Context: an optimization exercise on an open-source flow, tuned for small area, a short achievable clock period and few clock cycles per item. The choices shown serve that exercise and are no tape-out recipe. The RTL was checked by simulation tests, not by an equivalence proof against the original design. Power and IR drop assume default switching activity.

==> inputs of run a <==
## wallace_multi
module wallace_multi (
    input clk,
    input rst,
    input [15:0] a,
    input [15:0] b,
    output reg [31:0] p,
    output reg done
);
clock: 4.0 ns
lec_check: 0
cap_margin: 20
core_margin: 2
core_utilization: 40
cts_buf_list: sky130_fd_sc_hd__clkbuf_8
cts_cluster_diameter: 80
cts_cluster_size: 16
setup_slack_margin: 1.8
slew_margin: 20
synth_hierarchical: 1
standard.sh (not shown) runs the stock make flow with config.mk's settings and CLKGATE_MAP_FILE= SYNTH_SCRIPT=/design/flow/synth_recipe.tcl, a recipe that flattens the netlist after the stock synthesis.
==> flow/flow/run.sh <==
#!/bin/bash
set -euo pipefail
export BUFFER_PORTS_ARGS="-buffer_cell sky130_fd_sc_hd__buf_2"
bash standard.sh finish > orfs_make.log 2>&1
==> run b (differences from run a) <==
SETUP_SLACK_MARGIN = 2.0   (was 1.8)
==> run c (differences from run a) <==
==> flow/flow/run.sh (replaced) <==
#!/bin/bash
set -euo pipefail
export BUFFER_PORTS_ARGS="-buffer_cell sky130_fd_sc_hd__buf_1"
bash standard.sh finish > orfs_make.log 2>&1
==> summary of the runs <==
- Against run a, the register-to-register slack of run b is better by 0.03 ns.
- In count of clock-buffer cells in the layout, run b and run a do not differ.
- In run c the clock power is higher than in run b, by about 10%.
- Hold slack, highest first: run b, run a, run c.
- Of run b and run a, run b has the higher via count (gap 1.4%, measured against run a).
- Of run a and run b, run a has the higher sequential share of layout area (gap 1.7 points).
- Global-route usage: run b > run a > run c.
Testbench counts of run a, summed over its fixed seeds: cycles 16,024, items 16,000.
Testbench counts of run b, summed over its fixed seeds: cycles 16,024, items 16,000.
Testbench counts of run c, summed over its fixed seeds: cycles 16,024, items 16,000.

========
==> 10-22 <==
wallace_multi, a different RTL version from the one above (not shown whole).
// wallace_multi
module wallace_multi (
    input clk,
    input rst,
    input [15:0] a,
    input [15:0] b,
    output reg [31:0] p,
    output reg done
);
    wire c225;
    wire c227;
    wire c229;
    wire c231;
    wire c233;
    wire c235;
    wire c237;
    wire c239;
    wire c243;
    wire c245;
    wire c247;
    wire c251;
    wire c253;
    wire c255;
    wire c257;
    wire c261;
    wire c263;
    wire c265;
    wire c270;
    wire c273;
    wire c275;
    wire c277;
    wire c279;
    wire c284;
    wire c286;
    wire c288;
    wire c290;
    wire c292;
    wire c297;
    wire c299;
    wire c301;
    wire c303;
    wire c305;
    wire c307;
    wire c312;
    wire c314;
    wire c316;
    wire c318;
    wire c320;
    wire c325;
    wire c329;
    wire c331;
    wire c333;
    wire c335;
    wire c337;
    wire c339;
    wire c344;
    wire c347;
    wire c349;
    wire c351;
    wire c353;
    wire c355;
    wire c357;
    wire c362;
    wire c365;
    wire c367;
    wire c369;
    wire c371;
    wire c373;
    wire c375;
    wire c380;
    wire c384;
    wire c386;
    wire c388;
    wire c390;
    wire c392;
    wire c394;
    wire c396;
    wire c401;
    wire c403;
    wire c405;
    wire c407;
    wire c409;
    wire c411;
    wire c413;
    wire c418;
    wire c421;
    wire c423;
    wire c425;
    wire c427;
    wire c429;
    wire c431;
    wire c436;
    wire c439;
    wire c441;
    wire c443;
    wire c445;
    wire c447;
    wire c452;
    wire c455;
    wire c457;
    wire c459;
    wire c461;
    wire c463;
    wire c468;
    wire c471;
    wire c473;
    wire c475;
    wire c477;
    wire c482;
    wire c485;
  ...
export LEC_CHECK = 0
export CAP_MARGIN = 20
export CORE_MARGIN = 2
export CORE_UTILIZATION = 40
export CTS_BUF_LIST = sky130_fd_sc_hd__clkbuf_8
export CTS_CLUSTER_DIAMETER = 80
export CTS_CLUSTER_SIZE = 16
export SETUP_SLACK_MARGIN = 1.8
export SLEW_MARGIN = 20
export SYNTH_HIERARCHICAL = 1
create_clock -name core_clock -period 4.0 [get_ports {clk}]
==> flow/flow/run.sh <==
#!/bin/bash
set -euo pipefail
export BUFFER_PORTS_ARGS="-buffer_cell sky130_fd_sc_hd__buf_1"
bash standard.sh finish > orfs_make.log 2>&1
==> inputs of 03-07, as changes to 10-22 <==
CORE_UTILIZATION = 50   (was 40)
SETUP_SLACK_MARGIN = 1.9   (was 1.8)
==> results.txt <==
Combinational fraction of design power: 03-07 45.7%; 10-22 43.7%
Final clock period utilization by the worst path: 03-07 52.2%; 10-22 53.6%
Flip-flop and latch area: 03-07 0.00471 sq mm; 10-22 0.00463 sq mm
Reported combinational group power: 03-07 0.00414 W; 10-22 0.00382 W
Final setup skew: 03-07 0.0246 ns; 10-22 0.0237 ns
P per Cell Area: 03-07 742 mW/mm^2; 10-22 729 mW/mm^2
Signal buf overhead: 03-07 4.17%; 10-22 3.42%
Status: 03-07 no timing/DRC/antenna violations; 10-22 no timing/DRC/antenna violations
P_seq: 03-07 0.00377 W; 10-22 0.00376 W
Fillers: 03-07 1768; 10-22 2501
Max stage delay on crit path: 03-07 0.56 ns; 10-22 0.51 ns
CP bufs+invs: 03-07 1; 10-22 0
Portion of total power attributed to the clock network: 03-07 12.6%; 10-22 13.3%
Testbench counts of 10-22, summed over its fixed seeds: cycles 16,024, items 16,000.
Testbench counts of 03-07, summed over its fixed seeds: cycles 16,024, items 16,000.

## afterwards: timing with drivers on the ports
How much do the figures lean on ideal ports? The routed layouts below were timed once more, with nothing changed but the port constraints.
Step 1: set_driving_cell puts a clkbuf_16 on clk and a buf_2 on each other input, an assumption about the parent block.
Step 2, shift: input delay + t, output delay - t, t = (earliest + latest rising clock arrival at the registers) / 2. This alone moves slack from input paths to output paths.
a / b / c = ideal / step 1 / step 2; a / b = the first two.
run | t, ns | setup slack, ns | worst setup path at the end
run a | 0.571 | 1.788 / 1.788 / 1.788 | register to register
run b | 0.566 | 1.814 / 1.814 / 1.814 | register to register
run c | 0.558 | 1.813 / 1.813 / 1.813 | register to register
10-22 | 0.567 | 1.855 / 1.855 / 1.855 | register to register
03-07 | 0.552 | 1.912 / 1.912 / 1.912 | register to register
After both steps every run listed still meets setup and hold.
